From an optimization exercise on the open Yosys and OpenROAD flow, aimed at small area and a short achievable clock period; shortcuts taken in it are not production practice.
Only simulation tests tie the RTL to the original design; equivalence was not proved.
The clock input has no modelled driver; a real chip could not lean on it and would need a root buffer or a full tree.
Power and IR drop assume default switching activity.

==> 06-13: inputs <==
==> flow/design.v <==
module fifo_sync #(
    parameter int WIDTH = 32,
    parameter int DEPTH = 16    
)(
    input  logic                 clk,
    input  logic                 rst_n,
    input  logic                 wr_en,
    input  logic [WIDTH-1:0]     wr_data,
    output logic                 full,
    input  logic                 rd_en,
    output logic [WIDTH-1:0]     rd_data,
    output logic                 empty,
    output logic [$clog2(DEPTH+1)-1:0] level
);
    localparam int PTR_W  = $clog2(DEPTH);
    localparam int MDEPTH = DEPTH - 1;         
    logic [WIDTH-1:0] mem [0:MDEPTH-1];
    logic [WIDTH-1:0] head;
    logic [MDEPTH-1:0]           wr_sel;       
    logic [MDEPTH-1:0]           rd_sel;       
    logic [$clog2(DEPTH+1)-1:0]  count;
    logic                        full_r;       
    logic                        nonempty_r;   
    logic                        le1_r;        
    logic push, pop;
    assign push = wr_en && !full_r;
    assign pop  = rd_en && nonempty_r;
    logic mem_push, mem_pop;
    assign mem_push = push && nonempty_r && !(le1_r && rd_en);
    assign mem_pop  = pop && !le1_r;
    always_ff @(posedge clk) begin
        for (int i = 0; i < MDEPTH; i++)
            if (wr_en && wr_sel[i]) mem[i] <= wr_data;
    end
    logic             keep;
    logic [WIDTH-1:0] head_d;
    assign keep = !rd_en && nonempty_r;
    always_comb begin
        head_d = (head & {WIDTH{keep}}) | (wr_data & {WIDTH{!keep && le1_r}});
        for (int i = 0; i < MDEPTH; i++)
            head_d = head_d | (mem[i] & {WIDTH{!keep && !le1_r && rd_sel[i]}});
    end
    always_ff @(posedge clk) begin
        head <= head_d;
    end
    always_ff @(posedge clk or negedge rst_n) begin
        if (!rst_n) begin
            wr_sel     <= MDEPTH'(1);
            rd_sel     <= MDEPTH'(1);
            count      <= '0;
            full_r     <= 1'b0;
            nonempty_r <= 1'b0;
            le1_r      <= 1'b1;
        end else begin
            if (push && !pop && count == DEPTH-1)
                wr_sel <= '0;
            else if (full_r && pop)
                wr_sel <= rd_sel;
            else if (mem_push)
                wr_sel <= {wr_sel[MDEPTH-2:0], wr_sel[MDEPTH-1]};
            if (mem_pop)  rd_sel <= {rd_sel[MDEPTH-2:0], rd_sel[MDEPTH-1]};
            if (push && !pop) begin
                count      <= count + 1'b1;
                full_r     <= (count == DEPTH-1);
                nonempty_r <= 1'b1;
                le1_r      <= !nonempty_r;
            end else if (pop && !push) begin
                count      <= count - 1'b1;
                full_r     <= 1'b0;
                nonempty_r <= (count != 1);
                le1_r      <= (count <= 2);
            end
        end
    end
    assign rd_data = head;
    assign full    = full_r;
    assign empty   = !nonempty_r;
    assign level   = count;
endmodule
==> flow/flow/run.sh <==
#!/bin/bash
# Standard ORFS layout with faster port buffers, sizing free to change cell
# footprints and larger clock-sink clusters. After CTS the clock tree's root
# buffer is dropped, timing repaired again and area recovered
# (flow/cts_post.tcl); after global routing area is recovered again
# (flow/grt_downsize.tcl). Timing repair aims at 2.5 ns of setup slack up to
# CTS and 2.4 ns after global routing. The tools' output goes to standard.log
# and the ORFS logs.
set -e
ARGS=(MATCH_CELL_FOOTPRINT=0
  "BUFFER_PORTS_ARGS=-buffer_cell sky130_fd_sc_hd__buf_2"
  "CTS_ARGS=-sink_clustering_enable -repair_clock_nets -sink_clustering_size 30 -sink_clustering_max_diameter 150 -dont_use_dummy_load"
  "POST_CTS_TCL=$(pwd)/flow/cts_post.tcl"
  "POST_GLOBAL_ROUTE_TCL=$(pwd)/flow/grt_downsize.tcl")
bash standard.sh "${ARGS[@]}" SETUP_SLACK_MARGIN=2.5 cts > standard.log 2>&1
bash standard.sh "${ARGS[@]}" SETUP_SLACK_MARGIN=2.4 finish >> standard.log 2>&1
==> flow/flow/cts_post.tcl <==
# After clock-tree synthesis: drop the tree's root buffer (flow/noroot.tcl),
# repair setup timing again for the new clock arrival, legalize, then
# recover area by downsizing cells off the critical path (flow/downsize.tcl).
set here [file dirname [info script]]
source [file join $here noroot.tcl]
estimate_parasitics -placement
repair_timing -setup -setup_margin $::env(SETUP_SLACK_MARGIN) -repair_tns 100 -verbose
detailed_placement
estimate_parasitics -placement
source [file join $here downsize.tcl]
==> flow/flow/downsize.tcl <==
# Area recovery: try each logic cell at a smaller drive strength of the same
# function, and keep the smaller cell only if the worst setup slack does not
# drop and no slew, capacitance or hold violation appears (clock-tree cells
# are left alone).
if {![info exists ::ds_est]} { set ::ds_est -placement }
proc ds_ws {} { eval estimate_parasitics $::ds_est; return [sta::worst_slack_cmd max] }
proc ds_viol {} {
  return [expr {[sta::max_slew_violation_count] + [sta::max_capacitance_violation_count]}]
}
set ds_target [expr {[ds_ws] - 0.002e-9}]
set ds_hold [expr {min(0.0, [sta::worst_slack_cmd min])}]
set ds_v0 [ds_viol]
set ds_saved 0.0
set ds_count 0
set ds_block [ord::get_db_block]
set ds_insts {}
foreach inst [$ds_block getInsts] {
  set m [[$inst getMaster] getName]
  if {![regexp {^(sky130_fd_sc_hd__[a-z0-9]+)_([0-9]+)$} $m -> base drv]} continue
  set name [$inst getName]
  if {[string match "clkbuf_*" $name] || [string match "clkload*" $name]} continue
  if {[string match "*clkinv*" $base] || [string match "*tap*" $base] || [string match "*fill*" $base] || [string match "*decap*" $base] || [string match "*conb*" $base]} continue
  set name [$inst getName]
  if {[string match "clkload*" $name]} continue
  if {$drv <= 1} continue
  lappend ds_insts [list $name $base $drv $m]
}
foreach e $ds_insts {
  lassign $e name base drv orig
  set cands {}
  foreach d {0 1 2 4 6 8 12} {
    if {$d >= $drv} break
    set lc [get_lib_cells -quiet */${base}_$d]
    if {[llength $lc]} { lappend cands $lc }
  }
  if {![llength $cands]} continue
  set oarea [get_property [get_lib_cells */$orig] area]
  foreach lc $cands {
    replace_cell [get_cells $name] $lc
    if {[ds_ws] >= $ds_target && [ds_viol] <= $ds_v0 && [sta::worst_slack_cmd min] >= $ds_hold} {
      set ds_saved [expr {$ds_saved + $oarea - [get_property $lc area]}]
      incr ds_count
      break
    }
    replace_cell [get_cells $name] [get_lib_cells */$orig]
  }
}
puts "downsize: violations [ds_viol] (before $ds_v0), worst hold slack [format %.3f [expr {[sta::worst_slack_cmd min]*1e9}]] ns"
puts "downsize: $ds_count cells smaller, [format %.1f $ds_saved] um2 saved, worst slack [format %.3f [expr {[ds_ws]*1e9}]] ns"
==> flow/flow/grt_downsize.tcl <==
# After global routing and its timing repair: recover area by downsizing
# cells off the critical path (flow/downsize.tcl, re-estimating the routed
# parasitics after each change), then reroute the changed nets and rewrite
# the route guides.
global_route -start_incremental
set ::ds_est -global_routing
source [file join [file dirname [info script]] downsize.tcl]
global_route -end_incremental
estimate_parasitics -global_routing
puts "downsize: after reroute, worst slack [format %.3f [expr {[sta::worst_slack_cmd max]*1e9}]] ns"
write_guides $::env(RESULTS_DIR)/route.guide
==> flow/flow/noroot.tcl <==
set nr_block [ord::get_db_block]
set nr_clk [$nr_block findNet clk]
set nr_its [$nr_clk getITerms]
if {[llength $nr_its] == 1} {
  set nr_root [[lindex $nr_its 0] getInst]
  set nr_net [[$nr_root findITerm X] getNet]
  set nr_n 0
  foreach it [$nr_net getITerms] { if {[$it getInst] ne $nr_root} { incr nr_n } }
  if {$nr_n <= 4} {
    foreach it [$nr_net getITerms] {
      if {[$it getInst] ne $nr_root} { $it disconnect; $it connect $nr_clk }
    }
    puts "noroot: removed [$nr_root getName], clock port now feeds $nr_n pins"
    odb::dbInst_destroy $nr_root
    odb::dbNet_destroy $nr_net
  }
}
==> flow/standard.sh <==
#!/bin/bash
# synth_recipe.tcl (not shown) runs the flow's synth.tcl, then flattens the netlist and writes it again
# the make line also repeats each setting of config.mk as NAME=value (left out here)
make -C /OpenROAD-flow-scripts/flow DESIGN_CONFIG=/design/flow/config.mk WORK_HOME=/design/flow/orfs CLKGATE_MAP_FILE= SYNTH_SCRIPT=/design/flow/synth_recipe.tcl "${@:-finish}"
==> flow/config.mk <==
export PLATFORM = sky130hd
export DESIGN_NAME = fifo_sync
export DESIGN_NICKNAME = fifo_sync
export VERILOG_FILES = /design/flow/design.v
export SDC_FILE = /design/flow/constraint.sdc
export NUM_CORES = 4
export LEC_CHECK = 0
export CAP_MARGIN = 20
export CORE_MARGIN = 2
export CORE_UTILIZATION = 65
export PLACE_DENSITY = 0.76
export SLEW_MARGIN = 20
==> flow/constraint.sdc <==
create_clock -name core_clock -period 4.3 [get_ports {clk}]
set_input_delay 0.8600 -clock core_clock [delete_from_list [all_inputs] [get_ports {clk}]]
set_output_delay 0.8600 -clock core_clock [all_outputs]
set_load 0.01 [all_outputs]
==> inputs of 04-08, as changes to 06-13 <==
--- a/flow/design.v
+++ b/flow/design.v
@@ -18,3 +18,3 @@
     logic [WIDTH-1:0] head;
-    logic [MDEPTH-1:0]           wr_sel;       
+    logic [PTR_W-1:0]            wr_ptr;       
     logic [MDEPTH-1:0]           rd_sel;       
@@ -32,3 +32,3 @@
         for (int i = 0; i < MDEPTH; i++)
-            if (wr_en && wr_sel[i]) mem[i] <= wr_data;
+            if (push && wr_ptr == PTR_W'(i)) mem[i] <= wr_data;
     end
@@ -47,3 +47,3 @@
         if (!rst_n) begin
-            wr_sel     <= MDEPTH'(1);
+            wr_ptr     <= '0;
             rd_sel     <= MDEPTH'(1);
@@ -54,8 +54,3 @@
         end else begin
-            if (push && !pop && count == DEPTH-1)
-                wr_sel <= '0;
-            else if (full_r && pop)
-                wr_sel <= rd_sel;
-            else if (mem_push)
-                wr_sel <= {wr_sel[MDEPTH-2:0], wr_sel[MDEPTH-1]};
+            if (mem_push) wr_ptr <= (wr_ptr == PTR_W'(MDEPTH-1)) ? '0 : wr_ptr + 1'b1;
             if (mem_pop)  rd_sel <= {rd_sel[MDEPTH-2:0], rd_sel[MDEPTH-1]};
@@ -75,3 +70,3 @@
     assign rd_data = head;
-    assign full    = full_r;
+    assign full    = count[PTR_W];
     assign empty   = !nonempty_r;
==> flow/flow/run.sh (replaced) <==
#!/bin/bash
# Standard ORFS layout with faster port buffers, sizing free to change cell
# footprints, larger clock-sink clusters, and an area-recovery pass after
# global routing (flow/grt_downsize.tcl). The tools' output goes to
# standard.log and the ORFS logs.
set -e
bash standard.sh MATCH_CELL_FOOTPRINT=0 \
  "BUFFER_PORTS_ARGS=-buffer_cell sky130_fd_sc_hd__buf_2" \
  "CTS_ARGS=-sink_clustering_enable -repair_clock_nets -sink_clustering_size 30 -sink_clustering_max_diameter 150 -dont_use_dummy_load" \
  "POST_GLOBAL_ROUTE_TCL=$(pwd)/flow/grt_downsize.tcl" SETUP_SLACK_MARGIN=2.35 finish > standard.log 2>&1
--- a/flow/flow/downsize.tcl
+++ b/flow/flow/downsize.tcl
@@ -2,6 +2,4 @@
 # function, and keep the smaller cell only if the worst setup slack does not
-# drop and no slew, capacitance or hold violation appears (clock-tree cells
-# are left alone).
-if {![info exists ::ds_est]} { set ::ds_est -placement }
-proc ds_ws {} { eval estimate_parasitics $::ds_est; return [sta::worst_slack_cmd max] }
+# drop (clock-tree cells are left alone).
+proc ds_ws {} { if {[info exists ::ds_est]} { eval estimate_parasitics $::ds_est }; return [sta::worst_slack_cmd max] }
 proc ds_viol {} {
@@ -19,5 +17,3 @@
   if {![regexp {^(sky130_fd_sc_hd__[a-z0-9]+)_([0-9]+)$} $m -> base drv]} continue
-  set name [$inst getName]
-  if {[string match "clkbuf_*" $name] || [string match "clkload*" $name]} continue
-  if {[string match "*clkinv*" $base] || [string match "*tap*" $base] || [string match "*fill*" $base] || [string match "*decap*" $base] || [string match "*conb*" $base]} continue
+  if {[string match "*clkbuf*" $base] || [string match "*clkinv*" $base] || [string match "*tap*" $base] || [string match "*fill*" $base] || [string match "*decap*" $base] || [string match "*conb*" $base]} continue
   set name [$inst getName]
CORE_UTILIZATION = 40   (was 65)
PLACE_DENSITY = not set   (was 0.76)
SLEW_MARGIN = 50   (was 20)
removed: flow/flow/cts_post.tcl
removed: flow/flow/noroot.tcl
==> inputs of 06-04, as changes to 06-13 <==
--- a/flow/design.v
+++ b/flow/design.v
@@ -18,3 +18,3 @@
     logic [WIDTH-1:0] head;
-    logic [MDEPTH-1:0]           wr_sel;       
+    logic [PTR_W-1:0]            wr_ptr;       
     logic [MDEPTH-1:0]           rd_sel;       
@@ -32,3 +32,3 @@
         for (int i = 0; i < MDEPTH; i++)
-            if (wr_en && wr_sel[i]) mem[i] <= wr_data;
+            if (push && wr_ptr == PTR_W'(i)) mem[i] <= wr_data;
     end
@@ -47,3 +47,3 @@
         if (!rst_n) begin
-            wr_sel     <= MDEPTH'(1);
+            wr_ptr     <= '0;
             rd_sel     <= MDEPTH'(1);
@@ -54,8 +54,3 @@
         end else begin
-            if (push && !pop && count == DEPTH-1)
-                wr_sel <= '0;
-            else if (full_r && pop)
-                wr_sel <= rd_sel;
-            else if (mem_push)
-                wr_sel <= {wr_sel[MDEPTH-2:0], wr_sel[MDEPTH-1]};
+            if (mem_push) wr_ptr <= (wr_ptr == PTR_W'(MDEPTH-1)) ? '0 : wr_ptr + 1'b1;
             if (mem_pop)  rd_sel <= {rd_sel[MDEPTH-2:0], rd_sel[MDEPTH-1]};
@@ -75,3 +70,3 @@
     assign rd_data = head;
-    assign full    = full_r;
+    assign full    = count[PTR_W];
     assign empty   = !nonempty_r;
==> flow/flow/run.sh (replaced) <==
#!/bin/bash
# Standard ORFS layout with faster port buffers, sizing free to change cell
# footprints, larger clock-sink clusters, and an area-recovery pass after
# global routing (flow/grt_downsize.tcl). The tools' output goes to
# standard.log and the ORFS logs.
set -e
bash standard.sh MATCH_CELL_FOOTPRINT=0 \
  "BUFFER_PORTS_ARGS=-buffer_cell sky130_fd_sc_hd__buf_2" \
  "CTS_ARGS=-sink_clustering_enable -repair_clock_nets -sink_clustering_size 30 -sink_clustering_max_diameter 150 -dont_use_dummy_load" \
  "POST_GLOBAL_ROUTE_TCL=$(pwd)/flow/grt_downsize.tcl" SETUP_SLACK_MARGIN=2.35 finish > standard.log 2>&1
--- a/flow/flow/downsize.tcl
+++ b/flow/flow/downsize.tcl
@@ -2,6 +2,4 @@
 # function, and keep the smaller cell only if the worst setup slack does not
-# drop and no slew, capacitance or hold violation appears (clock-tree cells
-# are left alone).
-if {![info exists ::ds_est]} { set ::ds_est -placement }
-proc ds_ws {} { eval estimate_parasitics $::ds_est; return [sta::worst_slack_cmd max] }
+# drop (clock-tree cells are left alone).
+proc ds_ws {} { return [sta::worst_slack_cmd max] }
 proc ds_viol {} {
@@ -19,5 +17,3 @@
   if {![regexp {^(sky130_fd_sc_hd__[a-z0-9]+)_([0-9]+)$} $m -> base drv]} continue
-  set name [$inst getName]
-  if {[string match "clkbuf_*" $name] || [string match "clkload*" $name]} continue
-  if {[string match "*clkinv*" $base] || [string match "*tap*" $base] || [string match "*fill*" $base] || [string match "*decap*" $base] || [string match "*conb*" $base]} continue
+  if {[string match "*clkbuf*" $base] || [string match "*clkinv*" $base] || [string match "*tap*" $base] || [string match "*fill*" $base] || [string match "*decap*" $base] || [string match "*conb*" $base]} continue
   set name [$inst getName]
==> flow/flow/grt_downsize.tcl (replaced) <==
# After global routing and its timing repair: recover area by downsizing
# cells off the critical path (flow/downsize.tcl), then reroute the changed
# nets and rewrite the route guides.
global_route -start_incremental
source [file join [file dirname [info script]] downsize.tcl]
global_route -end_incremental
estimate_parasitics -global_routing
write_guides $::env(RESULTS_DIR)/route.guide
CORE_UTILIZATION = 40   (was 65)
PLACE_DENSITY = not set   (was 0.76)
SLEW_MARGIN = 50   (was 20)
removed: flow/flow/cts_post.tcl
removed: flow/flow/noroot.tcl
==> comparison table <==
|  | 06-13 | 06-04 | 04-08 |
|---|---|---|---|
| Area used by sequential logic in the layout | 16020 sq um | 15740 sq um | 15750 sq um |
| Crit Path Max Fanout | 2 | 34 | 2 |
| Core region area | 30670 sq um | 48850 sq um | 48850 sq um |
| Compound-Gate Fraction of Synth Area | 12.89% | 13.10% | 13.10% |
| Wire length of the first global-routing pass | 68.72 mm | 69.95 mm | 69.95 mm |
| Net count reported at finish | 1291 | 1225 | 1225 |
| Combined area of the multi-input logic cells | 3897 sq um | 3403 sq um | 3461 sq um |
| Post-CTS Repair Setup Buffers | - | 19 | 19 |
| Share of cell area taken by muxes after synthesis | 1.625% | 1.097% | 1.097% |
| Flip-flop and latch count after synthesis | 550 | 539 | 539 |
| Run status | no timing/DRC/antenna violations | complete, but fails checks | no timing/DRC/antenna violations |
| Layout check failures | - | capacitance limit, slew limit | - |
| Register clock-pin slew on the reported worst setup and hold paths | 0.11 ns | 0.12 ns | 0.12 ns |
| Endpoint of the worst-slack reg-to-reg timing path | head[11]$_DFF_P_ | head[16]$_DFF_P_ | mem[7][4]$_DFFE_PP_ |
| Num CTS Buffers | - | 21 | 21 |
| Initial Utilization | 66.03% | 40.41% | 40.41% |
| Fraction of synthesized cell area in xor and xnor cells | 0.2162% | 0.2218% | 0.2218% |
| Flop pwr share | 66.1% | 65.9% | 65.8% |
| Fraction of synthesized cell area taken by the top area cell type | 71.18% | 73.02% | 73.02% |
| Mean post-synth cell area | 16.89 sq um | 17.83 sq um | 17.83 sq um |
| Proportion of layout cells with a drive suffix above 1 | 6.816% | 4.826% | 8.298% |
| Worst setup path start | head[19]$_DFF_P_ | rd_sel[8]$_DFFE_PN0P_ | nonempty_r$_DFFE_PN0P_ |
| CTS-repair resized insts | - | 36 | 36 |
| Gate Count Post-Synth | 1199 | 1107 | 1107 |
| Minimum clock period after layout | 1.881 ns | 2.973 ns | 2.014 ns |
| Post-Place Cells | 1601 | 1799 | 1799 |
| Tap cells | 396 | 664 | 664 |
| Post-Route Skew | 0.04416 ns | 0.02163 ns | 0.02557 ns |

-- port drivers added, routing unchanged --
The results above use ideal ports. As a check the final layouts listed here were re-extracted and re-timed, cells and wires unchanged. Step 1 assumes that a clkbuf_16 drives the clock port and a buf_2 every other input. Step 2 also shifts input and output timing later by t, the mid clock arrival at the registers, as if the neighbouring blocks saw the same clock. Slacks: no drivers / after step 1 / after step 2; pairs: no drivers / after step 1.
run | shift t [ns] | setup WS [ns] | worst hold slack (ns) | worst setup path at the end | pins driven straight from the clock port
06-13 | 0.481 | 2.419 / 2.352 / 2.019 | 0.493 / 0.490 / 0.493 | input to register | 2
04-08 | 0.605 | 2.286 / 2.230 / 1.781 | 0.312 / 0.277 / 0.486 | input to register | 1
06-04 | 0.601 | 1.327 / 1.327 / 1.327 | 0.316 / 0.282 / 0.485 | register to register | 1
For 04-08, which loses most, drivers alone change the setup slack by -0.056 ns; drivers and shift together by -0.505 ns.
